Source: an optimization exercise on an open RTL-to-GDS flow (aim: small area and a short achievable clock period). Production flows keep margins and buffers that such runs may drop. At most, simulation tests tie the RTL to the original design; equivalence was not proved. No functional check of the RTL was part of run 4. Power figures rest on the tool's default switching activity, not on a simulated workload.

### constraint.sdc
create_clock -name core_clock -period 10.5 [get_ports {clock}]
set_input_delay 2.1000 -clock core_clock [delete_from_list [all_inputs] [get_ports {clock}]]
set_output_delay 2.1000 -clock core_clock [all_outputs]
set_load 0.01 [all_outputs]
### config.mk
export PLATFORM = sky130hd
export DESIGN_NAME = swt16_top
export DESIGN_NICKNAME = swt16_top
export VERILOG_FILES = /design/flow/design.v
export SDC_FILE = /design/flow/constraint.sdc
export NUM_CORES = 4
export LEC_CHECK = 0
export ABC_CLOCK_PERIOD_IN_PS = 4000
export CAP_MARGIN = 20
export CORE_MARGIN = 2
export CORE_UTILIZATION = 60
export SETUP_SLACK_MARGIN = 5
export SLEW_MARGIN = 20
### standard.sh
#!/bin/bash
# synth_recipe.tcl (not shown) runs the flow's synth.tcl, then flattens the netlist and writes it again
# the make line also repeats each setting of config.mk as NAME=value (left out here)
make -C /OpenROAD-flow-scripts/flow DESIGN_CONFIG=/design/flow/config.mk WORK_HOME=/design/flow/orfs CLKGATE_MAP_FILE= SYNTH_SCRIPT=/design/flow/synth_recipe.tcl "${@:-finish}"
### design.v
module mul16lo (input [15:0] a, input [15:0] b, output [15:0] p);
    wire pp0_0 = a[0] & b[0];
    wire pp0_1 = a[1] & b[0];
    wire pp0_2 = a[2] & b[0];
    wire pp0_3 = a[3] & b[0];
    wire pp0_4 = a[4] & b[0];
    wire pp0_5 = a[5] & b[0];
    wire pp0_6 = a[6] & b[0];
    wire pp0_7 = a[7] & b[0];
    wire pp0_8 = a[8] & b[0];
    wire pp0_9 = a[9] & b[0];
    wire pp0_10 = a[10] & b[0];
    wire pp0_11 = a[11] & b[0];
    wire pp0_12 = a[12] & b[0];
    wire pp0_13 = a[13] & b[0];
    wire pp0_14 = a[14] & b[0];
    wire pp0_15 = a[15] & b[0];
    wire pp1_0 = a[0] & b[1];
    wire pp1_1 = a[1] & b[1];
    wire pp1_2 = a[2] & b[1];
    wire pp1_3 = a[3] & b[1];
    wire pp1_4 = a[4] & b[1];
    wire pp1_5 = a[5] & b[1];
    wire pp1_6 = a[6] & b[1];
    wire pp1_7 = a[7] & b[1];
    wire pp1_8 = a[8] & b[1];
    wire pp1_9 = a[9] & b[1];
    wire pp1_10 = a[10] & b[1];
    wire pp1_11 = a[11] & b[1];
    wire pp1_12 = a[12] & b[1];
    wire pp1_13 = a[13] & b[1];
    wire pp1_14 = a[14] & b[1];
    wire pp2_0 = a[0] & b[2];
    wire pp2_1 = a[1] & b[2];
    wire pp2_2 = a[2] & b[2];
    wire pp2_3 = a[3] & b[2];
    wire pp2_4 = a[4] & b[2];
    wire pp2_5 = a[5] & b[2];
    wire pp2_6 = a[6] & b[2];
    wire pp2_7 = a[7] & b[2];
    wire pp2_8 = a[8] & b[2];
    wire pp2_9 = a[9] & b[2];
    wire pp2_10 = a[10] & b[2];
    wire pp2_11 = a[11] & b[2];
    wire pp2_12 = a[12] & b[2];
    wire pp2_13 = a[13] & b[2];
    wire pp3_0 = a[0] & b[3];
    wire pp3_1 = a[1] & b[3];
    wire pp3_2 = a[2] & b[3];
    wire pp3_3 = a[3] & b[3];
    wire pp3_4 = a[4] & b[3];
    wire pp3_5 = a[5] & b[3];
    wire pp3_6 = a[6] & b[3];
    wire pp3_7 = a[7] & b[3];
    wire pp3_8 = a[8] & b[3];
    wire pp3_9 = a[9] & b[3];
    wire pp3_10 = a[10] & b[3];
    wire pp3_11 = a[11] & b[3];
    wire pp3_12 = a[12] & b[3];
    wire pp4_0 = a[0] & b[4];
    wire pp4_1 = a[1] & b[4];
    wire pp4_2 = a[2] & b[4];
    wire pp4_3 = a[3] & b[4];
    wire pp4_4 = a[4] & b[4];
    wire pp4_5 = a[5] & b[4];
    wire pp4_6 = a[6] & b[4];
    wire pp4_7 = a[7] & b[4];
    wire pp4_8 = a[8] & b[4];
    wire pp4_9 = a[9] & b[4];
    wire pp4_10 = a[10] & b[4];
    wire pp4_11 = a[11] & b[4];
    wire pp5_0 = a[0] & b[5];
    wire pp5_1 = a[1] & b[5];
    wire pp5_2 = a[2] & b[5];
    wire pp5_3 = a[3] & b[5];
    wire pp5_4 = a[4] & b[5];
    wire pp5_5 = a[5] & b[5];
    wire pp5_6 = a[6] & b[5];
    wire pp5_7 = a[7] & b[5];
    wire pp5_8 = a[8] & b[5];
    wire pp5_9 = a[9] & b[5];
    wire pp5_10 = a[10] & b[5];
    wire pp6_0 = a[0] & b[6];
    wire pp6_1 = a[1] & b[6];
    wire pp6_2 = a[2] & b[6];
    wire pp6_3 = a[3] & b[6];
    wire pp6_4 = a[4] & b[6];
    wire pp6_5 = a[5] & b[6];
    wire pp6_6 = a[6] & b[6];
    wire pp6_7 = a[7] & b[6];
    wire pp6_8 = a[8] & b[6];
    wire pp6_9 = a[9] & b[6];
    wire pp7_0 = a[0] & b[7];
    wire pp7_1 = a[1] & b[7];
    wire pp7_2 = a[2] & b[7];
    wire pp7_3 = a[3] & b[7];
    wire pp7_4 = a[4] & b[7];
    wire pp7_5 = a[5] & b[7];
    wire pp7_6 = a[6] & b[7];
    wire pp7_7 = a[7] & b[7];
    wire pp7_8 = a[8] & b[7];
    wire pp8_0 = a[0] & b[8];
    wire pp8_1 = a[1] & b[8];
    wire pp8_2 = a[2] & b[8];
    wire pp8_3 = a[3] & b[8];
    wire pp8_4 = a[4] & b[8];
    wire pp8_5 = a[5] & b[8];
    wire pp8_6 = a[6] & b[8];
    wire pp8_7 = a[7] & b[8];
    wire pp9_0 = a[0] & b[9];
    wire pp9_1 = a[1] & b[9];
    wire pp9_2 = a[2] & b[9];
    wire pp9_3 = a[3] & b[9];
    wire pp9_4 = a[4] & b[9];
    wire pp9_5 = a[5] & b[9];
    wire pp9_6 = a[6] & b[9];
    wire pp10_0 = a[0] & b[10];
    wire pp10_1 = a[1] & b[10];
    wire pp10_2 = a[2] & b[10];
    wire pp10_3 = a[3] & b[10];
    wire pp10_4 = a[4] & b[10];
    wire pp10_5 = a[5] & b[10];
    wire pp11_0 = a[0] & b[11];
    wire pp11_1 = a[1] & b[11];
    wire pp11_2 = a[2] & b[11];
    wire pp11_3 = a[3] & b[11];
    wire pp11_4 = a[4] & b[11];
    wire pp12_0 = a[0] & b[12];
    wire pp12_1 = a[1] & b[12];
    wire pp12_2 = a[2] & b[12];
    wire pp12_3 = a[3] & b[12];
    wire pp13_0 = a[0] & b[13];
    wire pp13_1 = a[1] & b[13];
    wire pp13_2 = a[2] & b[13];
    wire pp14_0 = a[0] & b[14];
    wire pp14_1 = a[1] & b[14];
    wire pp15_0 = a[0] & b[15];
    wire s1 = pp0_13 ^ pp1_12;
    wire c2 = pp0_13 & pp1_12;
    wire s3 = pp0_14 ^ pp1_13 ^ pp2_12;
    wire c4 = (pp0_14 & pp1_13) | (pp0_14 & pp2_12) | (pp1_13 & pp2_12);
    wire s5 = pp3_11 ^ pp4_10;
    wire c6 = pp3_11 & pp4_10;
    wire s7 = pp0_15 ^ pp1_14 ^ pp2_13;
    wire s9 = pp3_12 ^ pp4_11 ^ pp5_10;
    wire s11 = pp6_9 ^ pp7_8;
    wire s13 = pp0_9 ^ pp1_8;
    wire c14 = pp0_9 & pp1_8;
    wire s15 = pp0_10 ^ pp1_9 ^ pp2_8;
    wire c16 = (pp0_10 & pp1_9) | (pp0_10 & pp2_8) | (pp1_9 & pp2_8);
    wire s17 = pp3_7 ^ pp4_6;
    wire c18 = pp3_7 & pp4_6;
    wire s19 = pp0_11 ^ pp1_10 ^ pp2_9;
    wire c20 = (pp0_11 & pp1_10) | (pp0_11 & pp2_9) | (pp1_10 & pp2_9);
    wire s21 = pp3_8 ^ pp4_7 ^ pp5_6;
    wire c22 = (pp3_8 & pp4_7) | (pp3_8 & pp5_6) | (pp4_7 & pp5_6);
    wire s23 = pp6_5 ^ pp7_4;
    wire c24 = pp6_5 & pp7_4;
    wire s25 = pp0_12 ^ pp1_11 ^ pp2_10;
    wire c26 = (pp0_12 & pp1_11) | (pp0_12 & pp2_10) | (pp1_11 & pp2_10);
    wire s27 = pp3_9 ^ pp4_8 ^ pp5_7;
    wire c28 = (pp3_9 & pp4_8) | (pp3_9 & pp5_7) | (pp4_8 & pp5_7);
    wire s29 = pp6_6 ^ pp7_5 ^ pp8_4;
    wire c30 = (pp6_6 & pp7_5) | (pp6_6 & pp8_4) | (pp7_5 & pp8_4);
    wire s31 = pp9_3 ^ pp10_2;
    wire c32 = pp9_3 & pp10_2;
    wire s33 = pp2_11 ^ pp3_10 ^ pp4_9;
    wire c34 = (pp2_11 & pp3_10) | (pp2_11 & pp4_9) | (pp3_10 & pp4_9);
    wire s35 = pp5_8 ^ pp6_7 ^ pp7_6;
    wire c36 = (pp5_8 & pp6_7) | (pp5_8 & pp7_6) | (pp6_7 & pp7_6);
    wire s37 = pp8_5 ^ pp9_4 ^ pp10_3;
    wire c38 = (pp8_5 & pp9_4) | (pp8_5 & pp10_3) | (pp9_4 & pp10_3);
    wire s39 = pp11_2 ^ pp12_1 ^ pp13_0;
    wire c40 = (pp11_2 & pp12_1) | (pp11_2 & pp13_0) | (pp12_1 & pp13_0);
    wire s41 = pp5_9 ^ pp6_8 ^ pp7_7;
    wire c42 = (pp5_9 & pp6_8) | (pp5_9 & pp7_7) | (pp6_8 & pp7_7);
    wire s43 = pp8_6 ^ pp9_5 ^ pp10_4;
    wire c44 = (pp8_6 & pp9_5) | (pp8_6 & pp10_4) | (pp9_5 & pp10_4);
    wire s45 = pp11_3 ^ pp12_2 ^ pp13_1;
    wire c46 = (pp11_3 & pp12_2) | (pp11_3 & pp13_1) | (pp12_2 & pp13_1);
    wire s47 = pp14_0 ^ s3 ^ s5;
    wire c48 = (pp14_0 & s3) | (pp14_0 & s5) | (s3 & s5);
    wire s49 = pp8_7 ^ pp9_6 ^ pp10_5;
    wire s51 = pp11_4 ^ pp12_3 ^ pp13_2;
    wire s53 = pp14_1 ^ pp15_0 ^ s7;
    wire s55 = s9 ^ s11 ^ c4;
    wire s57 = pp0_6 ^ pp1_5;
    wire c58 = pp0_6 & pp1_5;
    wire s59 = pp0_7 ^ pp1_6 ^ pp2_5;
    wire c60 = (pp0_7 & pp1_6) | (pp0_7 & pp2_5) | (pp1_6 & pp2_5);
    wire s61 = pp3_4 ^ pp4_3;
    wire c62 = pp3_4 & pp4_3;
    wire s63 = pp0_8 ^ pp1_7 ^ pp2_6;
    wire c64 = (pp0_8 & pp1_7) | (pp0_8 & pp2_6) | (pp1_7 & pp2_6);
    wire s65 = pp3_5 ^ pp4_4 ^ pp5_3;
    wire c66 = (pp3_5 & pp4_4) | (pp3_5 & pp5_3) | (pp4_4 & pp5_3);
    wire s67 = pp6_2 ^ pp7_1;
    wire c68 = pp6_2 & pp7_1;
    wire s69 = pp2_7 ^ pp3_6 ^ pp4_5;
    wire c70 = (pp2_7 & pp3_6) | (pp2_7 & pp4_5) | (pp3_6 & pp4_5);
    wire s71 = pp5_4 ^ pp6_3 ^ pp7_2;
    wire c72 = (pp5_4 & pp6_3) | (pp5_4 & pp7_2) | (pp6_3 & pp7_2);
    wire s73 = pp8_1 ^ pp9_0 ^ s13;
    wire c74 = (pp8_1 & pp9_0) | (pp8_1 & s13) | (pp9_0 & s13);
    wire s75 = pp5_5 ^ pp6_4 ^ pp7_3;
    wire c76 = (pp5_5 & pp6_4) | (pp5_5 & pp7_3) | (pp6_4 & pp7_3);
    wire s77 = pp8_2 ^ pp9_1 ^ pp10_0;
    wire c78 = (pp8_2 & pp9_1) | (pp8_2 & pp10_0) | (pp9_1 & pp10_0);
    wire s79 = s15 ^ s17 ^ c14;
    wire c80 = (s15 & s17) | (s15 & c14) | (s17 & c14);
    wire s81 = pp8_3 ^ pp9_2 ^ pp10_1;
    wire c82 = (pp8_3 & pp9_2) | (pp8_3 & pp10_1) | (pp9_2 & pp10_1);
    wire s83 = pp11_0 ^ s19 ^ s21;
    wire c84 = (pp11_0 & s19) | (pp11_0 & s21) | (s19 & s21);
    wire s85 = s23 ^ c16 ^ c18;
    wire c86 = (s23 & c16) | (s23 & c18) | (c16 & c18);
    wire s87 = pp11_1 ^ pp12_0 ^ s25;
    wire c88 = (pp11_1 & pp12_0) | (pp11_1 & s25) | (pp12_0 & s25);
    wire s89 = s27 ^ s29 ^ s31;
    wire c90 = (s27 & s29) | (s27 & s31) | (s29 & s31);
    wire s91 = c20 ^ c22 ^ c24;
    wire c92 = (c20 & c22) | (c20 & c24) | (c22 & c24);
    wire s93 = s1 ^ s33 ^ s35;
    wire c94 = (s1 & s33) | (s1 & s35) | (s33 & s35);
    wire s95 = s37 ^ s39 ^ c26;
    wire c96 = (s37 & s39) | (s37 & c26) | (s39 & c26);
    wire s97 = c28 ^ c30 ^ c32;
    wire c98 = (c28 & c30) | (c28 & c32) | (c30 & c32);
    wire s99 = c2 ^ s41 ^ s43;
    wire c100 = (c2 & s41) | (c2 & s43) | (s41 & s43);
    wire s101 = s45 ^ s47 ^ c34;
    wire c102 = (s45 & s47) | (s45 & c34) | (s47 & c34);
    wire s103 = c36 ^ c38 ^ c40;
    wire c104 = (c36 & c38) | (c36 & c40) | (c38 & c40);
    wire s105 = c6 ^ s49 ^ s51;
    wire s107 = s53 ^ s55 ^ c42;
    wire s109 = c44 ^ c46 ^ c48;
    wire s111 = pp0_4 ^ pp1_3;
    wire c112 = pp0_4 & pp1_3;
    wire s113 = pp0_5 ^ pp1_4 ^ pp2_3;
    wire c114 = (pp0_5 & pp1_4) | (pp0_5 & pp2_3) | (pp1_4 & pp2_3);
    wire s115 = pp3_2 ^ pp4_1;
    wire c116 = pp3_2 & pp4_1;
    wire s117 = pp2_4 ^ pp3_3 ^ pp4_2;
    wire c118 = (pp2_4 & pp3_3) | (pp2_4 & pp4_2) | (pp3_3 & pp4_2);
    wire s119 = pp5_1 ^ pp6_0 ^ s57;
    wire c120 = (pp5_1 & pp6_0) | (pp5_1 & s57) | (pp6_0 & s57);
    wire s121 = pp5_2 ^ pp6_1 ^ pp7_0;
    wire c122 = (pp5_2 & pp6_1) | (pp5_2 & pp7_0) | (pp6_1 & pp7_0);
    wire s123 = s59 ^ s61 ^ c58;
    wire c124 = (s59 & s61) | (s59 & c58) | (s61 & c58);
    wire s125 = pp8_0 ^ s63 ^ s65;
    wire c126 = (pp8_0 & s63) | (pp8_0 & s65) | (s63 & s65);
    wire s127 = s67 ^ c60 ^ c62;
    wire c128 = (s67 & c60) | (s67 & c62) | (c60 & c62);
    wire s129 = s69 ^ s71 ^ s73;
    wire c130 = (s69 & s71) | (s69 & s73) | (s71 & s73);
    wire s131 = c64 ^ c66 ^ c68;
    wire c132 = (c64 & c66) | (c64 & c68) | (c66 & c68);
    wire s133 = s75 ^ s77 ^ s79;
    wire c134 = (s75 & s77) | (s75 & s79) | (s77 & s79);
    wire s135 = c70 ^ c72 ^ c74;
    wire c136 = (c70 & c72) | (c70 & c74) | (c72 & c74);
    wire s137 = s81 ^ s83 ^ s85;
    wire c138 = (s81 & s83) | (s81 & s85) | (s83 & s85);
    wire s139 = c76 ^ c78 ^ c80;
    wire c140 = (c76 & c78) | (c76 & c80) | (c78 & c80);
    wire s141 = s87 ^ s89 ^ s91;
    wire c142 = (s87 & s89) | (s87 & s91) | (s89 & s91);
    wire s143 = c82 ^ c84 ^ c86;
    wire c144 = (c82 & c84) | (c82 & c86) | (c84 & c86);
    wire s145 = s93 ^ s95 ^ s97;
    wire c146 = (s93 & s95) | (s93 & s97) | (s95 & s97);
    wire s147 = c88 ^ c90 ^ c92;
    wire c148 = (c88 & c90) | (c88 & c92) | (c90 & c92);
    wire s149 = s99 ^ s101 ^ s103;
    wire c150 = (s99 & s101) | (s99 & s103) | (s101 & s103);
    wire s151 = c94 ^ c96 ^ c98;
    wire c152 = (c94 & c96) | (c94 & c98) | (c96 & c98);
    wire s153 = s105 ^ s107 ^ s109;
    wire s155 = c100 ^ c102 ^ c104;
    wire s157 = pp0_3 ^ pp1_2;
    wire c158 = pp0_3 & pp1_2;
    wire s159 = pp2_2 ^ pp3_1 ^ pp4_0;
    wire c160 = (pp2_2 & pp3_1) | (pp2_2 & pp4_0) | (pp3_1 & pp4_0);
    wire s161 = pp5_0 ^ s113 ^ s115;
    wire c162 = (pp5_0 & s113) | (pp5_0 & s115) | (s113 & s115);
    wire s163 = s117 ^ s119 ^ c114;
    wire c164 = (s117 & s119) | (s117 & c114) | (s119 & c114);
    wire s165 = s121 ^ s123 ^ c118;
    wire c166 = (s121 & s123) | (s121 & c118) | (s123 & c118);
    wire s167 = s125 ^ s127 ^ c122;
    wire c168 = (s125 & s127) | (s125 & c122) | (s127 & c122);
    wire s169 = s129 ^ s131 ^ c126;
    wire c170 = (s129 & s131) | (s129 & c126) | (s131 & c126);
    wire s171 = s133 ^ s135 ^ c130;
    wire c172 = (s133 & s135) | (s133 & c130) | (s135 & c130);
    wire s173 = s137 ^ s139 ^ c134;
    wire c174 = (s137 & s139) | (s137 & c134) | (s139 & c134);
    wire s175 = s141 ^ s143 ^ c138;
    wire c176 = (s141 & s143) | (s141 & c138) | (s143 & c138);
    wire s177 = s145 ^ s147 ^ c142;
    wire c178 = (s145 & s147) | (s145 & c142) | (s147 & c142);
    wire s179 = s149 ^ s151 ^ c146;
    wire c180 = (s149 & s151) | (s149 & c146) | (s151 & c146);
    wire s181 = s153 ^ s155 ^ c150;
    wire s183 = pp0_2 ^ pp1_1;
    wire c184 = pp0_2 & pp1_1;
    wire s185 = pp2_1 ^ pp3_0 ^ s157;
    wire c186 = (pp2_1 & pp3_0) | (pp2_1 & s157) | (pp3_0 & s157);
    wire s187 = s111 ^ s159 ^ c158;
    wire c188 = (s111 & s159) | (s111 & c158) | (s159 & c158);
    wire s189 = c112 ^ s161 ^ c160;
    wire c190 = (c112 & s161) | (c112 & c160) | (s161 & c160);
    wire s191 = c116 ^ s163 ^ c162;
    wire c192 = (c116 & s163) | (c116 & c162) | (s163 & c162);
    wire s193 = c120 ^ s165 ^ c164;
    wire c194 = (c120 & s165) | (c120 & c164) | (s165 & c164);
    wire s195 = c124 ^ s167 ^ c166;
    wire c196 = (c124 & s167) | (c124 & c166) | (s167 & c166);
    wire s197 = c128 ^ s169 ^ c168;
    wire c198 = (c128 & s169) | (c128 & c168) | (s169 & c168);
    wire s199 = c132 ^ s171 ^ c170;
    wire c200 = (c132 & s171) | (c132 & c170) | (s171 & c170);
    wire s201 = c136 ^ s173 ^ c172;
    wire c202 = (c136 & s173) | (c136 & c172) | (s173 & c172);
    wire s203 = c140 ^ s175 ^ c174;
    wire c204 = (c140 & s175) | (c140 & c174) | (s175 & c174);
    wire s205 = c144 ^ s177 ^ c176;
    wire c206 = (c144 & s177) | (c144 & c176) | (s177 & c176);
    wire s207 = c148 ^ s179 ^ c178;
    wire c208 = (c148 & s179) | (c148 & c178) | (s179 & c178);
    wire s209 = c152 ^ s181 ^ c180;
    wire [15:0] r0 = {s209, s207, s205, s203, s201, s199, s197, s195, s193, s191, s189, s187, s185, pp2_0, pp0_1, pp0_0};
    wire [15:0] r1 = {c208, c206, c204, c202, c200, c198, c196, c194, c192, c190, c188, c186, c184, s183, pp1_0, 1'b0};
    assign p = r0 + r1;
endmodule
module swt16_top (
    input             clock,
    input             reset,
    output     [11:0] out_pmem_addr,
    input      [15:0] in_pmem_word,
    output     [11:0] out_dmem_rd_addr,
    input      [15:0] in_dmem_rd_word,
    output     [11:0] out_dmem_wr_addr,
    output     [15:0] out_dmem_wr_word,
    output            out_dmem_write_en,
    output            out_nop_in_WB
);
    reg [11:0] f_pc;         
    reg        f_bub;        
    reg [15:0] f_iw;         
    reg        f_stl;        
    reg [15:0] d_iw;         
    reg [11:0] d_pc;         
    reg        d_cyc;        
    reg        d_flush;
    reg        d_bub;
    reg [3:0]  d_rs2;        
    reg        d_u1, d_u2;   
    reg        p_e1, p_e2;   
    reg        p_z1, p_z2;   
    reg        p_m1, p_m2;   
    reg [15:0] e_a, e_b, e_c;
    reg        e_add, e_neg, e_mul, e_sll, e_srl, e_sra, e_and, e_or, e_xor;
    reg        e_beq, e_bgt, e_blt, e_br1, e_jmp;
    reg        e_ldw, e_ldbs, e_ldbu, e_stw, e_stb, e_wr, e_vex, e_vmem;
    reg [3:0]  e_rd;
    reg        e_flush, e_nop, e_c0;
    reg [15:0] m_res;
    reg [3:0]  m_rd;
    reg        m_wr, m_vmem, m_ldw, m_ldbs, m_ldbu, m_a0, m_nop;
    wire [255:0] rf_flat;
    wire [15:0]  rf_vld;
    wire [15:0] b_eff = e_b ^ {16{e_neg}};
    wire [15:0] sum   = e_a + b_eff + {15'd0, e_neg};
    wire        sum_z = (sum == 16'd0);
    wire        sum_n = sum[15];
    wire c0 = (e_beq & sum_z) | (e_bgt & ~sum_n & ~sum_z) | (e_blt & sum_n);
    wire set_pc   = ~e_flush & (e_jmp | (e_br1 & e_c0));
    wire flush_dx = set_pc;
    wire flush_if = set_pc | (~e_flush & c0);
    wire [15:0] prod;
    mul16lo u_mul (.a(e_a), .b(e_b), .p(prod));
    function [15:0] rev16(input [15:0] x);
        integer k;
        for (k = 0; k < 16; k = k + 1) rev16[k] = x[15-k];
    endfunction
    wire        sh_fill = e_sra & e_a[15];
    wire [15:0] sh_x    = e_sll ? rev16(e_a) : e_a;
    wire        sh_big  = |e_b[15:4];
    wire [31:0] sh_w    = {{16{sh_fill}}, sh_x} >> e_b[3:0];
    wire [15:0] sh_y    = sh_big ? {16{sh_fill}} : sh_w[15:0];
    wire [15:0] sh_res  = e_sll ? rev16(sh_y) : sh_y;
    wire s_add = e_add & ~e_flush & ~e_jmp;
    wire s_mul = e_mul & ~e_flush;
    wire s_shf = (e_sll | e_srl | e_sra) & ~e_flush;
    wire s_and = e_and & ~e_flush;
    wire s_or  = e_or  & ~e_flush;
    wire s_xor = e_xor & ~e_flush;
    wire [15:0] e_res = ({16{s_add}} & sum)
                      | ({16{s_mul}} & prod)
                      | ({16{s_shf}} & sh_res)
                      | ({16{s_and}} & (e_a & e_b))
                      | ({16{s_or}}  & (e_a | e_b))
                      | ({16{s_xor}} & (e_a ^ e_b))
                      | ({16{e_jmp}} & e_c);
    wire        e_ld  = e_ldw | e_ldbs | e_ldbu;
    wire        e_st  = e_stw | e_stb;
    wire [3:0]  e_rdx = e_flush ? 4'd0 : e_rd;
    assign out_dmem_rd_addr  = (~e_flush & e_ld) ? sum[11:0] : 12'd0;
    assign out_dmem_wr_addr  = (~e_flush & e_st) ? sum[11:0] : 12'd0;
    assign out_dmem_wr_word  = e_st ? e_c : 16'd0;
    assign out_dmem_write_en = e_stw & ~e_flush;
    wire        m_ld = m_ldw | m_ldbs | m_ldbu;
    wire [15:0] m_ldval = m_ldw ? in_dmem_rd_word
                        : {{8{m_ldbs & in_dmem_rd_word[7]}},
                           (m_a0 ? in_dmem_rd_word[15:8] : in_dmem_rd_word[7:0])};
    wire [15:0] m_out = m_ld ? m_ldval : m_res;
    assign out_nop_in_WB = m_nop;
    wire [3:0] opc  = d_iw[3:0];
    wire [3:0] f_rd = d_iw[7:4];
    wire [3:0] rs1  = d_iw[11:8];
    wire [3:0] f_hi = d_iw[15:12];
    wire       isU  = (opc == 4'b0001);
    wire       isJ  = (opc == 4'b0010);
    wire       isS  = (opc == 4'b0011);
    wire       isR  = (opc >= 4'b0110) && (opc <= 4'b1110);
    wire [3:0] rs2  = d_rs2;
    reg  [15:0] rf1, rf2;
    reg         rv1, rv2;
    integer k;
    always @(*) begin
        rf1 = 16'd0; rf2 = 16'd0;
        for (k = 1; k < 16; k = k + 1) begin
            rf1 = rf1 | ({16{rs1 == k}} & rf_flat[k*16 +: 16]);
            rf2 = rf2 | ({16{rs2 == k}} & rf_flat[k*16 +: 16]);
        end
        rv1 = |(rf_vld & (16'd1 << rs1));
        rv2 = |(rf_vld & (16'd1 << rs2));
    end
    wire eq1E = e_flush ? p_z1 : p_e1;
    wire eq2E = e_flush ? p_z2 : p_e2;
    wire hitE1 = eq1E & e_vex;
    wire hitE2 = eq2E & e_vex;
    wire hitM1 = p_m1 & m_vmem;
    wire hitM2 = p_m2 & m_vmem;
    wire [15:0] s1 = hitE1 ? e_res : hitM1 ? m_out : rv1 ? rf1 : 16'd0;
    wire [15:0] s2 = hitE2 ? e_res : hitM2 ? m_out : rv2 ? rf2 : 16'd0;
    wire stall1 = eq1E & ~e_vex & ~p_m1 & m_vmem & ~d_cyc & d_u1;
    wire stall2 = eq2E & ~e_vex & ~p_m2 & m_vmem & ~d_cyc & d_u2;
    wire stall  = stall1 | stall2;
    wire kill   = d_flush | stall;
    wire c1 = d_cyc;
    wire u_jal  = isU & (d_iw[11:8] == 4'b0000);
    wire u_inc  = isU & (d_iw[11:8] == 4'b0001);
    wire u_incl = isU & (d_iw[11:8] == 4'b0010);
    wire u_li   = isU & (d_iw[11:8] == 4'b0011);
    wire u_lil  = isU & (d_iw[11:8] == 4'b0100);
    wire u_apci = isU & (d_iw[11:8] == 4'b0101);
    wire s_br   = isS & (d_iw[7:6] == 2'b00);
    wire s_beq  = isS & (d_iw[7:4] == 4'b0000);
    wire s_bne  = isS & (d_iw[7:4] == 4'b0001);
    wire s_bge  = isS & (d_iw[7:4] == 4'b0010);
    wire s_blt  = isS & (d_iw[7:4] == 4'b0011);
    wire s_sth  = isS & (d_iw[7:4] == 4'b0100);
    wire s_sho  = isS & (d_iw[7:4] == 4'b0101);
    wire s_sb   = isS & (d_iw[7:4] == 4'b0110);
    wire s_sbo  = isS & (d_iw[7:4] == 4'b0111);
    wire j_jalr = isJ & (f_hi == 4'b0001);
    wire j_lh   = isJ & (f_hi == 4'b0010);
    wire j_lho  = isJ & (f_hi == 4'b0011);
    wire j_apc  = isJ & (f_hi == 4'b0100);
    wire j_lb   = isJ & (f_hi == 4'b0101);
    wire j_lbo  = isJ & (f_hi == 4'b0110);
    wire j_lbu  = isJ & (f_hi == 4'b0111);
    wire j_lbuo = isJ & (f_hi == 4'b1000);
    wire r_add  = (opc == 4'b0110);
    wire r_sub  = (opc == 4'b0111);
    wire r_mul  = (opc == 4'b1000);
    wire r_sll  = (opc == 4'b1001);
    wire r_srl  = (opc == 4'b1010);
    wire r_sra  = (opc == 4'b1011);
    wire r_and  = (opc == 4'b1100);
    wire r_or   = (opc == 4'b1101);
    wire r_xor  = (opc == 4'b1110);
    wire two    = u_jal | u_inc | u_li | u_apci | s_br | s_sho | s_sbo | j_lho | j_lbo | j_lbuo;
    wire cyc_next = ~kill & ~c1 & two;
    wire o_jal  = u_jal  & c1;
    wire o_inc  = u_inc  & c1;
    wire o_li   = u_li   & c1;
    wire o_apci = u_apci & c1;
    wire o_br0  = s_br   & ~c1;
    wire o_br1  = s_br   & c1;
    wire o_sho  = s_sho  & c1;
    wire o_sbo  = s_sbo  & c1;
    wire o_lho  = j_lho  & c1;
    wire o_lbo  = j_lbo  & c1;
    wire o_lbuo = j_lbuo & c1;
    wire o_ldw  = j_lh | o_lho;
    wire o_ldbs = j_lb | o_lbo;
    wire o_ldbu = j_lbu | o_lbuo;
    wire o_ld   = o_ldw | o_ldbs | o_ldbu;
    wire o_stw  = s_sth | o_sho;
    wire o_stb  = s_sb | o_sbo;
    wire o_jmp  = o_jal | j_jalr;
    wire o_rop  = r_add | r_sub | r_mul | r_sll | r_srl | r_sra | r_and | r_or | r_xor;
    wire o_addu = o_inc | u_incl | o_li | u_lil | o_apci | j_apc;     
    wire o_add  = o_addu | r_add | r_sub | o_br0 | o_br1 | o_stw | o_stb | o_jmp | o_ld;
    wire o_wr   = o_addu | o_rop | o_jmp | o_ld;
    wire o_vex  = o_addu | o_rop;
    wire o_vmem = o_addu | o_rop | o_ld;
    wire a_s1   = o_br0 | o_lho | o_lbo | o_lbuo | j_apc | o_rop;
    wire a_imm  = o_inc | o_br1 | o_sho | o_sbo;
    wire a_immA = u_incl;
    wire a_pc   = o_apci;
    wire b_s2   = o_inc | u_incl | o_br0 | o_stw | o_stb | o_rop;
    wire b_imm  = o_jal | o_li | o_apci | o_lho | o_lbo | o_lbuo;
    wire b_s1   = j_jalr | j_lh | j_lb | j_lbu;
    wire b_immA = u_lil;
    wire b_pc   = o_br1 | j_apc;
    wire c_s1   = o_stw | o_stb;
    wire [3:0]  immA = d_iw[15:12];
    wire [15:0] d_imm = f_bub ? 16'd0 : f_iw;
    wire [11:0] link = c1 ? f_pc : d_pc + 12'd2;
    wire [15:0] a_nx = ({16{a_s1}}   & s1)
                     | ({16{a_imm}}  & d_imm)
                     | ({16{a_immA}} & {{12{immA[3]}}, immA})
                     | ({16{a_pc}}   & {4'd0, d_pc});
    wire [15:0] b_nx = ({16{b_s2}}   & s2)
                     | ({16{b_imm}}  & d_imm)
                     | ({16{b_s1}}   & s1)
                     | ({16{b_immA}} & {12'd0, immA})
                     | ({16{b_pc}}   & {4'd0, d_pc});
    wire [15:0] c_nx = ({16{c_s1}}   & s1)
                     | ({16{o_jmp}}  & {4'd0, link});
    wire [11:0] pc_next = stall ? f_pc : set_pc ? sum[11:0] : f_pc + 12'd2;
    assign out_pmem_addr = pc_next;
    wire [15:0] f_out   = flush_if ? 16'd0 : stall ? f_iw : in_pmem_word;
    wire [15:0] iw_n   = cyc_next ? d_iw : f_out;
    wire [3:0]  rs1_n  = iw_n[11:8];
    wire        isU_n  = (iw_n[3:0] == 4'b0001);
    wire        isR_n  = (iw_n[3:0] >= 4'b0110) && (iw_n[3:0] <= 4'b1110);
    wire        isSR_n = (iw_n[3:0] == 4'b0011) | isR_n;
    wire [3:0]  rs2_n  = isU_n ? iw_n[7:4] : iw_n[15:12];
    always @(posedge clock or posedge reset) begin
        if (reset) begin
            f_pc    <= 12'hFFE;
            f_bub   <= 1'b0;
            f_stl   <= 1'b0;
            d_iw    <= 16'd0;
            d_cyc   <= 1'b0;
            d_flush <= 1'b0;
            d_bub   <= 1'b0;
        end else begin
            f_pc    <= pc_next;
            f_bub   <= flush_if;
            f_stl   <= stall;
            d_iw    <= iw_n;
            d_cyc   <= cyc_next;
            d_flush <= flush_dx;
            d_bub   <= f_bub;
        end
    end
    always @(posedge clock or posedge reset) begin
        if (reset) begin
            e_add <= 1'b0; e_neg <= 1'b0; e_mul <= 1'b0; e_sll <= 1'b0; e_srl <= 1'b0;
            e_sra <= 1'b0; e_and <= 1'b0; e_or <= 1'b0; e_xor <= 1'b0;
            e_beq <= 1'b0; e_bgt <= 1'b0; e_blt <= 1'b0; e_br1 <= 1'b0; e_jmp <= 1'b0;
            e_ldw <= 1'b0; e_ldbs <= 1'b0; e_ldbu <= 1'b0; e_stw <= 1'b0; e_stb <= 1'b0;
            e_wr <= 1'b0; e_vex <= 1'b0; e_vmem <= 1'b0;
            e_flush <= 1'b0; e_nop <= 1'b1; e_c0 <= 1'b0;
        end else begin
            e_add  <= ~kill & o_add;
            e_neg  <= ~kill & (r_sub | o_br0);
            e_mul  <= ~kill & r_mul;
            e_sll  <= ~kill & r_sll;
            e_srl  <= ~kill & r_srl;
            e_sra  <= ~kill & r_sra;
            e_and  <= ~kill & r_and;
            e_or   <= ~kill & r_or;
            e_xor  <= ~kill & r_xor;
            e_beq  <= ~kill & o_br0 & (s_beq | s_bge);
            e_bgt  <= ~kill & o_br0 & (s_bne | s_bge);
            e_blt  <= ~kill & o_br0 & (s_bne | s_blt);
            e_br1  <= ~kill & o_br1;
            e_jmp  <= ~kill & o_jmp;
            e_ldw  <= ~kill & o_ldw;
            e_ldbs <= ~kill & o_ldbs;
            e_ldbu <= ~kill & o_ldbu;
            e_stw  <= ~kill & o_stw;
            e_stb  <= ~kill & o_stb;
            e_wr   <= ~kill & o_wr;
            e_vex  <= ~kill & o_vex;
            e_vmem <= ~kill & o_vmem;
            e_flush <= flush_dx;
            e_nop  <= (d_iw == 16'd0) & ~stall & ~d_flush & ~d_bub & ~d_cyc;
            e_c0   <= ~e_flush & c0;
        end
    end
    always @(posedge clock or posedge reset) begin
        if (reset) begin
            m_wr <= 1'b0; m_vmem <= 1'b0; m_ldw <= 1'b0; m_ldbs <= 1'b0; m_ldbu <= 1'b0;
            m_nop <= 1'b1;
        end else begin
            m_wr   <= e_wr & ~e_flush;
            m_vmem <= e_vmem;
            m_ldw  <= e_ldw  & ~e_flush;
            m_ldbs <= e_ldbs & ~e_flush;
            m_ldbu <= e_ldbu & ~e_flush;
            m_nop  <= e_nop & ~e_flush;
        end
    end
    always @(posedge clock) begin
        f_iw   <= in_pmem_word;
        d_rs2   <= rs2_n;
        d_u1    <= isSR_n | (iw_n[3:0] == 4'b0010);
        d_u2    <= isSR_n;
        p_e1    <= (rs1_n == f_rd);
        p_e2    <= (rs2_n == f_rd);
        p_z1    <= (rs1_n == 4'd0);
        p_z2    <= (rs2_n == 4'd0);
        p_m1    <= (rs1_n == e_rdx);
        p_m2    <= (rs2_n == e_rdx);
        d_pc    <= (cyc_next | (stall & ~f_stl)) ? d_pc : f_pc;
        e_a    <= a_nx;
        e_b    <= b_nx;
        e_c    <= c_nx;
        e_rd   <= f_rd;
        m_res  <= e_res;
        m_rd   <= e_rdx;
        m_a0   <= sum[0];
    end
    assign rf_flat[15:0] = 16'd0;
    assign rf_vld[0] = 1'b0;
    genvar g;
    generate
        for (g = 1; g < 16; g = g + 1) begin : regs
            reg [15:0] q;
            reg        v;
            always @(posedge clock) begin
                if (m_wr && m_rd == g)
                    q <= m_out;
            end
            always @(posedge clock or posedge reset) begin
                if (reset)
                    v <= 1'b0;
                else if (m_wr && m_rd == g)
                    v <= 1'b1;
            end
            assign rf_flat[g*16 +: 16] = q;
            assign rf_vld[g] = v;
        end
    endgenerate
endmodule
### flow/run.sh
#!/bin/bash
# Standard ORFS flow with two layout changes: port buffers use the smallest
# buffer cell (the resizer upsizes where needed), and clock tree synthesis
# adds no dummy loads.
set -uo pipefail
export BUFFER_PORTS_ARGS="-buffer_cell sky130_fd_sc_hd__buf_1"
export CTS_ARGS="-sink_clustering_enable -repair_clock_nets -dont_use_dummy_load -buf_list sky130_fd_sc_hd__clkbuf_8 -sink_clustering_size 17 -sink_clustering_max_diameter 70"
bash standard.sh synth > synth.log 2>&1 || exit 1
bash standard.sh finish > layout.log 2>&1 || exit 1
==> results of run 1 <==
## area by class of cell
cell class                      instances  area (µm²)
Fill cell                            3417       14100
Sequential cell                       431       11600
Tap cell                              539         674
Antenna cell                            3        7.51
Timing Repair inverter                  1        5.00
Clock buffer                           34         468
Multi-Input combinational cell       1728       13000
Inverter                              155         612
Timing Repair Buffer                  197        1310
## power by group through the flow
stage | logic, mW | clock network (mW) | registers [mW]
3_5_place_dp | 3.48 | 0 | 2.72
5_1_grt | 4.11 | 0.877 | 2.75
6_report | 3.90 | 0.821 | 2.73
4_1_cts | 3.60 | 0.818 | 2.70
2_1_floorplan | 2.37 | 0 | 2.46
3_3_place_gp | 3.44 | 0 | 2.72
## stage by stage
| step | area, µm² | cells | util, % |
|---|---|---|---|
| after CTS | 27200 | 3059 | 65.1 |
| after global routing | 27700 | 3086 | 66.3 |
| final | 27700 | 3088 | 66.3 |
| after global placement | 26300 | 3007 | 62.9 |
| after detailed placement | 26300 | 3007 | 62.9 |
| after floorplan | 25300 | 2473 | - |
## registers in the layout, summed over array words and instances (netlist names), 4 cells and up
register  cells
regs.v       15
d_rs2         4
regs.q      240
m_res        16
e_b          16
e_a          16
e_c          16
e_rd          4
f_iw         16
d_iw         16
m_rd          4
d_pc         12
f_pc         12
## what timing repair did
item	4_1_cts	5_1_grt
gates cloned	2	2
pin swaps	15	22
gates resized for setup	75	54
hold buffers	0	0
buffers inserted	16	22
setup endpoints to repair	64	46
## cells in the mapped netlist, types with 30 or more instances
cell type / count
edfxtp_1: 252
nor2_1: 239
nand2_1: 202
a22oi_1: 169
inv_1: 146
clkbuf_1: 142
a21oi_1: 103
o21ai_0: 102
dfxtp_1: 101
fa_1: 80
nand3_1: 77
ha_1: 75
dfrtp_1: 65
xnor2_1: 50
a221oi_1: 48
a222oi_1: 46
nor2b_1: 40
xor2_1: 40
nor3_1: 39
o211ai_1: 33
o221ai_1: 32
a22o_1: 30
## worst max path at each step
stage | end | slack (ps) | depth (start not counted)
after floorplan | e_a[15] | 5010 | 17
after global placement | e_b[7] | 4310 | 16
after detailed placement | e_b[7] | 4080 | 16
after CTS | out_pmem_addr[10] | 4960 | 12
after global routing | out_pmem_addr[9] | 4830 | 11
final | out_pmem_addr[9] | 4930 | 11
## worst register-to-register path, cell delays in order (launching register included)
cell and delay (ps):
dfxtp_1 330, buf_4 260, clkinvlp_4 250, buf_4 200
nor2_1 150, fa_1 430, fa_1 540, fa_1 430
ha_1 320, a21boi_0 240, o21ai_0 160, a21boi_1 250
nor3_1 110, a2111oi_2 470, o221ai_1 400, o22a_1 300
a222oi_1 320, o21ai_0 130
## metal layers
metal  GRT usage, %  wire (µm)  up-vias
met4           26.3       7200        0
met5              0          0        -
met2           66.1      41600     1924
met1           54.3      33700    10716
met3           10.4      12000      514
li1               -          -     9309
## kinds of logic (layout without fill, tap and decap cells)
| logic type | count (synthesis) | in the layout |
|---|---|---|
| DFF | 431 | 431 |
| and+or+nand+nor | 724 | 724 |
| xor gates and xnor gates | 91 | 91 |
| buffers and inverters | 314 | 387 |
| adders and majority gates | 155 | 155 |
| AOI/OAI and AO/OA | 707 | 707 |
| muxes | 51 | 51 |
| other | 0 | 3 |
==> flow_metrics.tcl, run 1 <==
set metrics [dict create \
    hold_depth 0 \
    endpoint_kind "output pin" \
    track_usage_pct 42.6 \
    power_mw 7.45 \
    fin_setup_tns_ps 0 \
    grt_pass1_vias 21247 \
    p_sw_share_pct 47.9 \
    clockPowerShare_pct 11.0 \
    clockBufferDepth 3 \
    drive_gt1_share_pct 13.1 \
    finalClockSkew_ps 73.3 \
    ys_top_cells_by_area "edfxtp_1 30%, dfxtp_1 8.0%, dfrtp_1 6.4%" \
    maxCapViolations 0 \
    synth-simple-area-share_pct 13.3 \
    finalSetupViolCount 0 \
    grt_max_degree 79 \
    cts_made_buffers 34 \
    die_x_um 209 \
    dp_slack_ps 4080 \
    synth_flop_cell "edfxtp_1" \
    synth_edf_count 252 \
    port_buffers 87 \
    pwr-share-comb_pct 52.4 \
    syn_avg_cell_area_um2 10.2 \
    period_needed_ps 5570 \
    cpMaxStageDelayCell "dfrtp_4" \
    wirelength_um 94500 \
    fmax_mhz 179 \
    worst-setup-path-type "flip-flop to output pin" \
    grt_pass1_wl_um 137000 \
    min_to "m_vmem" \
    synth_mux_area_share_pct 2.79 \
    yosys.area_share.adder_pct 10.1 \
    core_region_area_um2 41800 \
    slew_viol_final 0 \
    crit_chain "buf_6, xor2_1, ha_2, o21ai_1, a22o_2, or2_2, o211a_4, nor2_1, a21oi_1, o21ai_1, buf_2" \
    overflow 0 \
    min_from "e_vmem" \
    synth-seq-cells 431 \
    cts-root-buf "clkbuf_8" \
    drc_errors 0 \
    io_pins 88 \
    cts_tree "built" \
    cpMostUsedCell "o21ai_1" \
    r2r_end "e_b[7]" \
    rsz0062_at_grt "yes" \
    reg2reg_depth 17 \
    postRouteAntennaNets 0 \
    synthCells 2473 \
    num_vias 22463 \
    yosysSeqAreaShare_pct 45.8 \
    holdCritPathClass "flip-flop to flip-flop" \
    layout.nets 2737 \
    yosysTopAreaCell "edfxtp_1" \
    required_ps 8400 \
    final_common_cell "edfxtp_1" \
    synth_area_um2 25300 \
    worstSetupStartpointType "flip-flop" \
    rrSetupSlack_ps 5080 \
    yosysWarnings 1 \
    fin_crit_sh_pct 53.1 \
    dp_hpwl_um 63300 \
    cts_max_level 2 \
    outcome "timing/DRC/antenna clean" \
    initial_utilization_pct 60.5 \
    post_drt_wl_per_cell_um 30.6 \
    die_h_um 209 \
    drtIter0Drc 4090 \
    path_delay_family "compound AO/OA/AOI/OAI gates" \
    synth-compound-area-share_pct 20.2 \
    die_area_um2 43800 \
    rows 75 \
    clkTransAtPathRegs_ps 110 \
    synth.distinct_cells 84 \
    cp_num_buf_inv 2 \
    synth-async-reset-ratio_pct 18.1 \
    layout_common_cells "252 x edfxtp_1, 224 x nor2_1, 201 x nand2_1" \
    hold_viol 0 \
    p_int_mw 3.88 \
    power_frac_seq_pct 36.6 \
    synthesis.nets 2662 \
    crit_arrival_ps 3470 \
    slowest_delay_ps 560 \
    tightest_slew_ps 1090 \
    cts.sinks 431 \
    path_max_fanout 10 \
    synth-xor-area-share_pct 3.19 \
    antenna_found_initial 1 \
    relSlewSlack_pct 26.9 \
    p_leak_nw 10.2 \
    p_switching_mw 3.57 \
    setup_slack_ps 4930 \
    place.gp.congestion 1.01 \
    drt_first_pass_iters 7 \
    vias_per_cell 7.27 \
    hold-worst-slack_ps 365 \
    r2r_start "e_a[3]" \
    synth_top_area_share_pct 30.0 \
    powerDensity_nw_per_um2 269 \
    clk-insertion-delay-late_ps 650 \
    synth_top_family_by_area "compound AO/OA/AOI/OAI gates" \
    ir_drop_uv 173 \
    synthToLayoutAreaGrowth_pct 9.56 \
    cp-startpoint "e_neg" \
]
==> run 2: changes to the inputs <==
==> flow/run.sh (replaced) <==
#!/bin/bash
# Standard ORFS flow with two layout changes: port buffers use the smallest
# buffer cell (the resizer upsizes where needed), and clock tree synthesis
# adds no dummy loads.
set -uo pipefail
export BUFFER_PORTS_ARGS="-buffer_cell sky130_fd_sc_hd__buf_1"
export CTS_ARGS="-sink_clustering_enable -repair_clock_nets -dont_use_dummy_load -buf_list sky130_fd_sc_hd__clkbuf_8 -sink_clustering_size 14 -sink_clustering_max_diameter 60"
bash standard.sh synth > synth.log 2>&1 || exit 1
bash standard.sh finish > layout.log 2>&1 || exit 1
==> run 2 against run 1 <==
Worst setup slack better by 3.3 ps. Clock power is 6.5% higher. Critical endpoint is now out_pmem_addr[10]. Power is 0.38% higher. Sequential share of layout area is 0.061 points lower. Largest power group unchanged. Sequential power hardly changed. Count of clock-buffer cells in the layout is 6 higher. Still clean on timing, DRC and antenna.
==> flow_metrics.tcl, run 2 <==
set metrics [dict create \
    relSlewSlack_pct 25.8 \
    holdCritPathClass "flip-flop to flip-flop" \
    fin_setup_tns_ps 0 \
    period_needed_ps 5570 \
    largest_register "regs.q" \
    synth_top_area_share_pct 30.0 \
    grt_pass1_vias 21392 \
    p_int_mw 3.92 \
    dp_hpwl_um 63300 \
    fin_crit_sh_pct 53.1 \
    power_frac_seq_pct 36.5 \
    die_area_um2 43800 \
    synth-seq-cells 431 \
    outcome "timing/DRC/antenna clean" \
    clk-insertion-delay-late_ps 680 \
    endpoint_kind "output pin" \
    syn_avg_cell_area_um2 10.2 \
    layout.nets 2745 \
    cts-root-buf "clkbuf_8" \
    io_pins 88 \
    drtIter0Drc 4069 \
    wirelength_um 94300 \
    worst-setup-path-type "flip-flop to output pin" \
    finalClockSkew_ps 159 \
    finalSetupViolCount 0 \
    crit_arrival_ps 3470 \
    core_region_area_um2 41800 \
    final_util_pct 66.4 \
    drive_gt1_share_pct 13.0 \
    synth.most_common_cell "edfxtp_1" \
    rows 75 \
    synthCells 2473 \
    synth_edf_count 252 \
    synth-async-reset-ratio_pct 18.1 \
    die_x_um 209 \
    postRouteAntennaNets 0 \
    drc_errors 0 \
    cts_max_level 2 \
    multiInputGateArea_um2 12900 \
    largest_reg_flops 240 \
    drt_first_pass_iters 10 \
    p_leak_nw 10.2 \
    cts.sinks 431 \
    track_usage_pct 42.6 \
    ir_drop_uv 164 \
    ys_top_cells_by_area "edfxtp_1 30%, dfxtp_1 8.0%, dfrtp_1 6.4%" \
    cts_tree "built" \
    postLayoutCellArea_um2 27700 \
    yosysTopAreaCell "edfxtp_1" \
    yosysSeqAreaShare_pct 45.8 \
    pwr-share-comb_pct 51.8 \
    synth_common_cells "252 x edfxtp_1, 239 x nor2_1, 202 x nand2_1" \
    post_drt_wl_per_cell_um 30.5 \
    place.gp.congestion 1.01 \
    num_vias 22447 \
    tightest_slew_ps 1110 \
    stdcell_count 3095 \
    maxCapViolations 0 \
    clockPowerShare_pct 11.7 \
    powerDensity_nw_per_um2 270 \
    required_ps 8400 \
    power_mw 7.48 \
    path_max_fanout 6 \
    clkTransAtPathRegs_ps 90 \
    p_sw_share_pct 47.6 \
    dpl-instance-area_um2 26300 \
    dp_slack_ps 4080 \
    vias_per_cell 7.25 \
    die_h_um 209 \
    antenna_found_initial 3 \
    grt_max_degree 79 \
    final_common_cell "edfxtp_1" \
    yosysWarnings 1 \
    synth_flop_cell "edfxtp_1" \
    fmax_mhz 179 \
    seq_area_um2 11600 \
    worstSetupStartpointType "flip-flop" \
    p_switching_mw 3.56 \
    rsz0062_at_grt "yes" \
    layout_common_cells "252 x edfxtp_1, 223 x nor2_1, 202 x nand2_1" \
    clockBufferDepth 3 \
    slew_viol_final 0 \
    port_buffers 87 \
    nFillCells 3388 \
    synthToLayoutAreaGrowth_pct 9.81 \
    cts_made_buffers 40 \
    hold_viol 0 \
    synthesis.nets 2662 \
    setup_slack_ps 4930 \
    hold-worst-slack_ps 360 \
    synth.distinct_cells 84 \
    overflow 0 \
    synth_area_um2 25300 \
    initial_utilization_pct 60.5 \
    dp.cells 3007 \
    grt_pass1_wl_um 137000 \
]
-- run 2: changes by cell type in the layout (fill, tap and decap cells not counted), moves of 2 or more --
cell / delta
a21oi_1: +4
a21oi_2: -3
buf_2: +2
buf_4: +2
clkbuf_2: -3
clkbuf_8: +6
dfxtp_2: -4
dfxtp_4: +4
ha_1: +2
o21ai_0: +5
o21ai_1: -5
xor2_2: -2
xor2_4: +2
-- run 2: area by class of cell --
cell class / count / share of cell area, %
Antenna cell: 2 / 0.0180
Clock buffer: 40 / 1.98
Inverter: 155 / 2.20
Multi-Input combinational cell: 1728 / 46.7
Sequential cell: 431 / 41.9
Tap cell: 539 / 2.43
Timing Repair Buffer: 199 / 4.80
Timing Repair inverter: 1 / 0.0180
-- run 2: final timing paths --
check | endpoint | depth (start not counted) | slack [ps] | from
worst max-delay path | out_pmem_addr[10] | 12 | 4930 | e_neg
worst min-delay path | m_vmem | 0 | 360 | e_vmem
worst max register to register | e_a[15] | 18 | 5060 | e_a[3]
worst min register to register | m_vmem | 0 | 360 | e_vmem
max in group asynchronous | f_pc[11] | 4 | 8330 | reset
min in group asynchronous | regs[10].v | 3 | 1480 | reset
-- run 2: logic make-up after synthesis --
logic type               share of synthesized area [%]
buffers and inverters                             4.73
AND/OR/NAND/NOR                                   13.3
XOR/XNOR                                          3.19
multiplexers                                      2.79
AO/OA/AOI/OAI                                     20.2
flip-flops                                        45.8
adder cells (fa/ha/maj)                           10.1
-- run 2: power by group through the flow --
| stage | combinational [mW] | clock [mW] | sequential (mW) |
|---|---|---|---|
| finish | 3.88 | 0.874 | 2.73 |
| global route | 4.09 | 0.939 | 2.74 |
| CTS | 3.58 | 0.875 | 2.70 |
| detailed placement | 3.48 | 0 | 2.72 |
| global placement | 3.44 | 0 | 2.72 |
| floorplan | 2.37 | 0 | 2.46 |
-- run 2: repair_timing --
item                       in CTS  in global routing
cloned                          2                  2
pin swaps                       8                 30
hold buffers                    0                  0
hold endpoints to repair        0                  0
resized for setup              69                 49
setup endpoints to repair      59                 39
buffers inserted               13                 27
-- run 2: metal layers --
metal / part of all wire, % / GRT usage (%) / wire length [µm]
met5: 0.012 / 0 / 11
met4: 7.6 / 27.4 / 7160
met3: 13 / 9.35 / 11800
met2: 44 / 65.7 / 41600
met1: 36 / 54.9 / 33700
-- run 2: worst max-delay path, cell delays in order, from the launching register on --
cell and delay [ps]:
dfrtp_4 550, buf_6 160, xor2_4 150, fa_2 390, a21o_1 240, a221oi_4 300, a21oi_2 90, a21o_1 180
a21oi_2 200, xnor2_2 160, o22ai_2 110, a21oi_2 210, buf_2 160
==> run 3: changes to the inputs <==
--- a/config.mk
+++ b/config.mk
@@ -5,7 +5,7 @@
 export SDC_FILE = /design/flow/constraint.sdc
 export NUM_CORES = 4
 export LEC_CHECK = 0
-export ABC_CLOCK_PERIOD_IN_PS = 4000
+export ABC_CLOCK_PERIOD_IN_PS = 5000
 export CAP_MARGIN = 20
 export CORE_MARGIN = 2
 export CORE_UTILIZATION = 60
==> run 3 against run 2 <==
Still clean on timing, DRC and antenna. Cell count stayed put. Sequential power about the same. Worst setup slack stayed put. First-iteration DRC count did not move. Combinational power about the same. Utilization stayed put. Critical endpoint unchanged. Largest power group unchanged.
==> flow_metrics.tcl, run 3 <==
set metrics [dict create \
    outcome "timing/DRC/antenna clean" \
    drt_first_pass_iters 10 \
    cp-startpoint "e_neg" \
    path_max_fanout 6 \
    synth_flop_cell "edfxtp_1" \
    crit_arrival_ps 3470 \
    multiInputGateArea_um2 12900 \
    fmax_mhz 179 \
    powerDensity_nw_per_um2 270 \
    r2r_end "e_a[15]" \
    synth_area_um2 25300 \
    relSlewSlack_pct 25.8 \
    cts-root-buf "clkbuf_8" \
    hold_depth 0 \
    clockPowerShare_pct 11.7 \
    largest_register "regs.q" \
    setup_slack_ps 4930 \
    power_mw 7.48 \
    p_switching_mw 3.56 \
    yosys.area_share.adder_pct 10.1 \
    synth_common_cells "252 x edfxtp_1, 239 x nor2_1, 202 x nand2_1" \
    tightest_slew_ps 1110 \
    postRouteAntennaNets 0 \
    drc_errors 0 \
    layout_common_cells "252 x edfxtp_1, 223 x nor2_1, 202 x nand2_1" \
    hold-worst-slack_ps 360 \
    track_usage_pct 42.6 \
    synth-xor-area-share_pct 3.19 \
    synth-compound-area-share_pct 20.2 \
    synth_mux_area_share_pct 2.79 \
    antenna_found_initial 3 \
    grt_pass1_vias 21392 \
    synth.distinct_cells 84 \
    cpMostUsedCell "a21oi_2" \
    die_h_um 209 \
    synthToLayoutAreaGrowth_pct 9.81 \
    synth-simple-area-share_pct 13.3 \
    nFillCells 3388 \
    final_common_cell "edfxtp_1" \
    synth-async-reset-ratio_pct 18.1 \
    place.gp.congestion 1.01 \
    rrSetupSlack_ps 5060 \
    p_leak_nw 10.2 \
    period_needed_ps 5570 \
    p_sw_share_pct 47.6 \
    pwr-share-comb_pct 51.8 \
    clockBufferDepth 3 \
    crit_chain "buf_6, xor2_4, fa_2, a21o_1, a221oi_4, a21oi_2, a21o_1, a21oi_2, xnor2_2, o22ai_2, a21oi_2, buf_2" \
    path_delay_family "compound AO/OA/AOI/OAI gates" \
    seq_area_um2 11600 \
    die_x_um 209 \
    cts_tree "built" \
    cpMaxStageDelayCell "dfrtp_4" \
    maxCapViolations 0 \
    yosysWarnings 1 \
    syn_avg_cell_area_um2 10.2 \
    ir_drop_uv 164 \
    stdcell_count 3095 \
    cts.sinks 431 \
    cp_num_buf_inv 2 \
    drive_gt1_share_pct 13.0 \
    synth_edf_count 252 \
    yosysSeqAreaShare_pct 45.8 \
    worst-setup-path-type "flip-flop to output pin" \
    layout.nets 2745 \
    finalClockSkew_ps 159 \
    die_area_um2 43800 \
    rows 75 \
    drtIter0Drc 4069 \
    clkTransAtPathRegs_ps 90 \
    holdBufCountCts 0 \
    fin_crit_sh_pct 53.1 \
    rsz0062_at_grt "yes" \
    grt_max_degree 79 \
    dpl-instance-area_um2 26300 \
    worstSetupStartpointType "flip-flop" \
    dp_hpwl_um 63300 \
    synth_top_family_by_area "compound AO/OA/AOI/OAI gates" \
    vias_per_cell 7.25 \
    num_vias 22447 \
    synthCells 2473 \
    final_util_pct 66.4 \
    synthesis.nets 2662 \
    postLayoutCellArea_um2 27700 \
    r2r_start "e_a[3]" \
    synth_top_area_share_pct 30.0 \
    p_int_mw 3.92 \
    slowest_delay_ps 550 \
    clk-insertion-delay-late_ps 680 \
    overflow 0 \
    initial_utilization_pct 60.5 \
    wirelength_um 94300 \
    yosysTopAreaCell "edfxtp_1" \
    io_pins 88 \
    grt_pass1_wl_um 137000 \
    largest_reg_flops 240 \
    slew_viol_final 0 \
    ys_top_cells_by_area "edfxtp_1 30%, dfxtp_1 8.0%, dfrtp_1 6.4%" \
    power_frac_seq_pct 36.5 \
    synth-seq-cells 431 \
    required_ps 8400 \
    finalSetupViolCount 0 \
    min_to "m_vmem" \
    holdCritPathClass "flip-flop to flip-flop" \
    dp_slack_ps 4080 \
    core_region_area_um2 41800 \
    synth.most_common_cell "edfxtp_1" \
    hold_viol 0 \
    cts_made_buffers 40 \
    dp.cells 3007 \
    worstSetupPathDepth 12 \
    min_from "e_vmem" \
    post_drt_wl_per_cell_um 30.5 \
    endpoint_kind "output pin" \
    cts_max_level 2 \
    fin_setup_tns_ps 0 \
    reg2reg_depth 18 \
    port_buffers 87 \
]
-- run 3: kinds of logic (layout without fill, tap and decap cells) --
group,Yosys count,count (layout)
AOI/OAI and AO/OA,707,707
xor gates and xnor gates,91,91
adders and majority gates,155,155
buffers and inverters,314,395
DFF,431,431
muxes,51,51
other,0,2
and+or+nand+nor,724,724
-- run 3: how the worst max path moves through the flow --
stage	to	slack, ps
floorplan	e_a[15]	5010
global placement	e_b[7]	4310
detailed placement	e_b[7]	4080
CTS	out_pmem_addr[10]	4960
global route	out_pmem_addr[10]	4840
finish	out_pmem_addr[10]	4930
-- run 3: power groups by stage --
| stage | Sequential, mW | Clock, mW | Combinational [mW] |
|---|---|---|---|
| floorplan | 2.46 | 0 | 2.37 |
| global route | 2.74 | 0.939 | 4.09 |
| global placement | 2.72 | 0 | 3.44 |
| detailed placement | 2.72 | 0 | 3.48 |
| finish | 2.73 | 0.874 | 3.88 |
| CTS | 2.70 | 0.875 | 3.58 |
-- run 3: layout make-up --
type / count / share of cell area, %
multi-input cells: 1728 / 46.7
repair inverters: 1 / 0.0180
clock buffers: 40 / 1.98
well taps: 539 / 2.43
inverters: 155 / 2.20
flip-flops and latches: 431 / 41.9
repair buffers: 199 / 4.80
diodes: 2 / 0.0180
-- run 3: repair_timing --
item | CTS | global route
buffers inserted | 13 | 27
setup endpoints to repair | 59 | 39
resized for setup | 69 | 49
cloned | 2 | 2
pin swaps | 8 | 30
-- run 3: layer usage --
metal	part of all wire, %	vias up	global-route usage, %
met1	36	10728	54.9
met5	0.012	-	0
met4	7.6	2	27.4
met2	44	1877	65.7
li1	-	9326	-
met3	13	514	9.35
==> run 4: changes to the inputs <==
--- a/design.v
+++ b/design.v
@@ -375,6 +375,7 @@
     wire [15:0] b_eff = e_b ^ {16{e_neg}};
     wire [15:0] sum   = e_a + b_eff + {15'd0, e_neg};
     wire        sum_z = (sum == 16'd0);
+    wire [11:0] addr  = e_a[11:0] + e_b[11:0];
     wire        sum_n = sum[15];
     wire c0 = (e_beq & sum_z) | (e_bgt & ~sum_n & ~sum_z) | (e_blt & sum_n);
     wire set_pc   = ~e_flush & (e_jmp | (e_br1 & e_c0));
@@ -408,8 +409,8 @@
     wire        e_ld  = e_ldw | e_ldbs | e_ldbu;
     wire        e_st  = e_stw | e_stb;
     wire [3:0]  e_rdx = e_flush ? 4'd0 : e_rd;
-    assign out_dmem_rd_addr  = (~e_flush & e_ld) ? sum[11:0] : 12'd0;
-    assign out_dmem_wr_addr  = (~e_flush & e_st) ? sum[11:0] : 12'd0;
+    assign out_dmem_rd_addr  = (~e_flush & e_ld) ? addr : 12'd0;
+    assign out_dmem_wr_addr  = (~e_flush & e_st) ? addr : 12'd0;
     assign out_dmem_wr_word  = e_st ? e_c : 16'd0;
     assign out_dmem_write_en = e_stw & ~e_flush;
     wire        m_ld = m_ldw | m_ldbs | m_ldbu;
@@ -534,7 +535,7 @@
                      | ({16{b_pc}}   & {4'd0, d_pc});
     wire [15:0] c_nx = ({16{c_s1}}   & s1)
                      | ({16{o_jmp}}  & {4'd0, link});
-    wire [11:0] pc_next = stall ? f_pc : set_pc ? sum[11:0] : f_pc + 12'd2;
+    wire [11:0] pc_next = stall ? f_pc : set_pc ? addr : f_pc + 12'd2;
     assign out_pmem_addr = pc_next;
     wire [15:0] f_out   = flush_if ? 16'd0 : stall ? f_iw : in_pmem_word;
     wire [15:0] iw_n   = cyc_next ? d_iw : f_out;
@@ -629,7 +630,7 @@
         e_rd   <= f_rd;
         m_res  <= e_res;
         m_rd   <= e_rdx;
-        m_a0   <= sum[0];
+        m_a0   <= addr[0];
     end
     assign rf_flat[15:0] = 16'd0;
     assign rf_vld[0] = 1'b0;
--- a/config.mk
+++ b/config.mk
@@ -5,7 +5,7 @@
 export SDC_FILE = /design/flow/constraint.sdc
 export NUM_CORES = 4
 export LEC_CHECK = 0
-export ABC_CLOCK_PERIOD_IN_PS = 5000
+export ABC_CLOCK_PERIOD_IN_PS = 4000
 export CAP_MARGIN = 20
 export CORE_MARGIN = 2
 export CORE_UTILIZATION = 60
==> run 4 against run 3 <==
Cell area grew 1.1%. Largest cell class unchanged. Sequential share of layout area fell by 0.48 points. Sequential power decreased by 5%. Via count decreased by 0.77%.
==> flow_metrics.tcl, run 4 <==
set metrics [dict create \
    setup_slack_ps 4840 \
    cpMostUsedCell "a21oi_2" \
    power_frac_seq_pct 37.7 \
    r2r_start "e_b[7]" \
    grt_pass1_wl_um 138000 \
    required_ps 8400 \
    stdcell_count 3079 \
    final_common_cell "edfxtp_1" \
    finalSetupViolCount 0 \
    holdBufCountCts 0 \
    layout_common_cells "252 x edfxtp_1, 212 x nor2_1, 176 x nand2_1" \
    clkTransAtPathRegs_ps 90 \
    worstSetupPathDepth 16 \
    drive_gt1_share_pct 14.7 \
    cp-startpoint "e_b[1]" \
    worst-setup-path-type "flip-flop to output pin" \
    dp_slack_ps 4200 \
    min_from "e_vmem" \
    initial_utilization_pct 60.4 \
    core_region_area_um2 41800 \
    fmax_mhz 177 \
    vias_per_cell 7.23 \
    reg2reg_depth 17 \
    seq_area_um2 11600 \
    drt_first_pass_iters 9 \
    powerDensity_nw_per_um2 246 \
    holdCritPathClass "flip-flop to flip-flop" \
    cp_num_buf_inv 3 \
    fin_setup_tns_ps 0 \
    maxCapViolations 0 \
    synth-async-reset-ratio_pct 18.1 \
    cts_made_buffers 40 \
    num_vias 22275 \
    rsz0062_at_grt "yes" \
    clockBufferDepth 3 \
    power_mw 6.90 \
    die_x_um 209 \
    synth-seq-cells 431 \
    synth.distinct_cells 85 \
    final_util_pct 67.1 \
    die_area_um2 43700 \
    postRouteAntennaNets 0 \
    cts.sinks 431 \
    fin_crit_sh_pct 53.9 \
    p_sw_share_pct 46.1 \
    ir_drop_uv 171 \
    yosysWarnings 1 \
    hold_depth 0 \
    die_h_um 209 \
    dp_hpwl_um 64300 \
    dp.cells 2979 \
    path_delay_family "compound AO/OA/AOI/OAI gates" \
    relSlewSlack_pct 16.5 \
    synth_area_um2 25200 \
    ys_top_cells_by_area "edfxtp_1 30%, dfxtp_1 8.0%, dfrtp_1 6.4%" \
    cts_tree "built" \
    antenna_found_initial 1 \
    multiInputGateArea_um2 13000 \
    largest_reg_flops 240 \
    clk-insertion-delay-late_ps 650 \
    rrSetupSlack_ps 4950 \
    drc_errors 0 \
    synth_top_area_share_pct 30.0 \
    min_to "m_vmem" \
    tightest_slew_ps 1240 \
    largest_register "regs.q" \
    hold_viol 0 \
    syn_avg_cell_area_um2 10.4 \
    grt_pass1_vias 21440 \
    p_leak_nw 10.4 \
    synth_edf_count 252 \
    drtIter0Drc 3926 \
    worstSetupStartpointType "flip-flop" \
    synthesis.nets 2616 \
    r2r_end "e_b[15]" \
    grt_max_degree 79 \
    wirelength_um 95500 \
    synth_common_cells "252 x edfxtp_1, 227 x nor2_1, 176 x nand2_1" \
    layout.nets 2731 \
    synthToLayoutAreaGrowth_pct 11.1 \
    rows 75 \
    path_max_fanout 5 \
    synth_flop_cell "edfxtp_1" \
    yosysSeqAreaShare_pct 45.8 \
    crit_arrival_ps 3560 \
    cpMaxStageDelayCell "or3_1" \
    nFillCells 3251 \
    p_int_mw 3.72 \
    overflow 0 \
    cts_max_level 2 \
    p_switching_mw 3.18 \
    slew_viol_final 0 \
    track_usage_pct 43.0 \
    period_needed_ps 5660 \
    synth.most_common_cell "edfxtp_1" \
    crit_chain "clkinvlp_4, buf_12, ha_4, a21o_1, a21oi_4, o21ai_2, a21oi_2, o21ai_2, a21oi_2, o21ai_1, a21oi_1, o21bai_1, a21oi_2, nor4_2, or3_1, buf_2" \
    io_pins 88 \
    finalClockSkew_ps 107 \
    port_buffers 87 \
    synthCells 2426 \
    clockPowerShare_pct 12.9 \
    outcome "timing/DRC/antenna clean" \
    post_drt_wl_per_cell_um 31.0 \
    cts-root-buf "clkbuf_8" \
    endpoint_kind "output pin" \
    place.gp.congestion 1.01 \
    slowest_delay_ps 380 \
    pwr-share-comb_pct 49.4 \
    yosysTopAreaCell "edfxtp_1" \
]
==> run 4: changes by cell type after synthesis, sizes merged, moves of 9 or more <==
cell	previous run	this run
a21oi	103	83
xnor2	51	60
mux2i	28	38
clkbuf	142	131
nor2	239	227
a221oi	49	40
and3	14	24
o21ai	107	95
nand2	203	176
==> run 4: per-layer routing <==
metal	routed length [µm]	vias to the layer above	global-route usage (%)
met3	11800	498	9.15
met4	7530	0	27.2
met5	0	-	0
met1	33300	10662	54.3
li1	-	9229	-
met2	42800	1886	68.0
==> run 4: cell families after synthesis <==
group,count (synthesis),synth area share [%]
compound gates,676,19.7
xor+xnor,105,3.64
fa+ha+maj,156,10.1
buf+inv,299,4.52
flops,431,45.8
mux,63,3.29
simple gates,696,12.9
==> run 4: area by class of cell <==
| type | instances | area share [%] |
|---|---|---|
| antenna | 1 | 0.00892 |
| sequential | 431 | 41.4 |
| clock buffer | 40 | 1.96 |
| multi-input combinational | 1696 | 46.4 |
| timing repair buffer | 219 | 5.58 |
| inverter | 153 | 2.20 |
| tap | 539 | 2.41 |
==> run 4: power groups by stage <==
stage,Clock [mW],Combinational (mW),Sequential (mW)
CTS,0.886,3.17,2.57
floorplan,0,2.04,2.39
global placement,0,3.02,2.60
detailed placement,0,3.05,2.60
finish,0.890,3.41,2.60
global route,0.950,3.59,2.61
==> run 4: worst max-delay path by stage <==
| stage | to | slack, ps |
|---|---|---|
| final | out_pmem_addr[11] | 4840 |
| after global routing | out_pmem_addr[11] | 4660 |
| after CTS | out_pmem_addr[11] | 4790 |
| after detailed placement | e_c[11] | 4200 |
| after global placement | out_pmem_addr[11] | 4300 |
| after floorplan | e_a[15] | 5010 |
==> run 4: through the flow <==
| stage | hold WS [ps] | cell area [µm²] |
|---|---|---|
| after detailed placement | 340 | 26400 |
| after floorplan | 331 | 25300 |
| final | 404 | 28000 |
| after CTS | 414 | 27500 |
| after global placement | 336 | 26400 |
| after global routing | 441 | 28000 |
==> run 4: timing repair <==
action,4_1_cts,5_1_grt
pin swaps,22,43
gates cloned,1,2
buffers inserted,34,21
setup endpoints to repair,61,46
gates resized for setup,83,68

[separate check: timing with driven ports]
The flow's constraints put no driver on any port. The routed layouts listed below were extracted and timed again, unchanged, in two steps.
Step 1 sets driving cells, clkbuf_16 on the clock port and buf_2 on the other inputs (assumed; they add their load-dependent delay and slew).
Step 2 adds t to the input delays and takes it off the output delays; t is the mean of the earliest and latest rising clock arrival at the registers after step 1. Input paths then give back, and output paths get back, about the clock's delay inside the block.
Slacks: ideal / step 1 / step 2; pairs: ideal / step 1.
run	t (ns)	setup WS [ns]	worst slew at a driven data input, ns
run 1	0.667	4.926 / 4.869 / 5.080	0.10
run 2	0.658	4.929 / 4.872 / 5.057	0.09
run 3	0.658	4.929 / 4.872 / 5.057	0.09
run 4	0.651	4.836 / 4.781 / 4.949	0.04
After both steps every run listed still meets setup and hold.
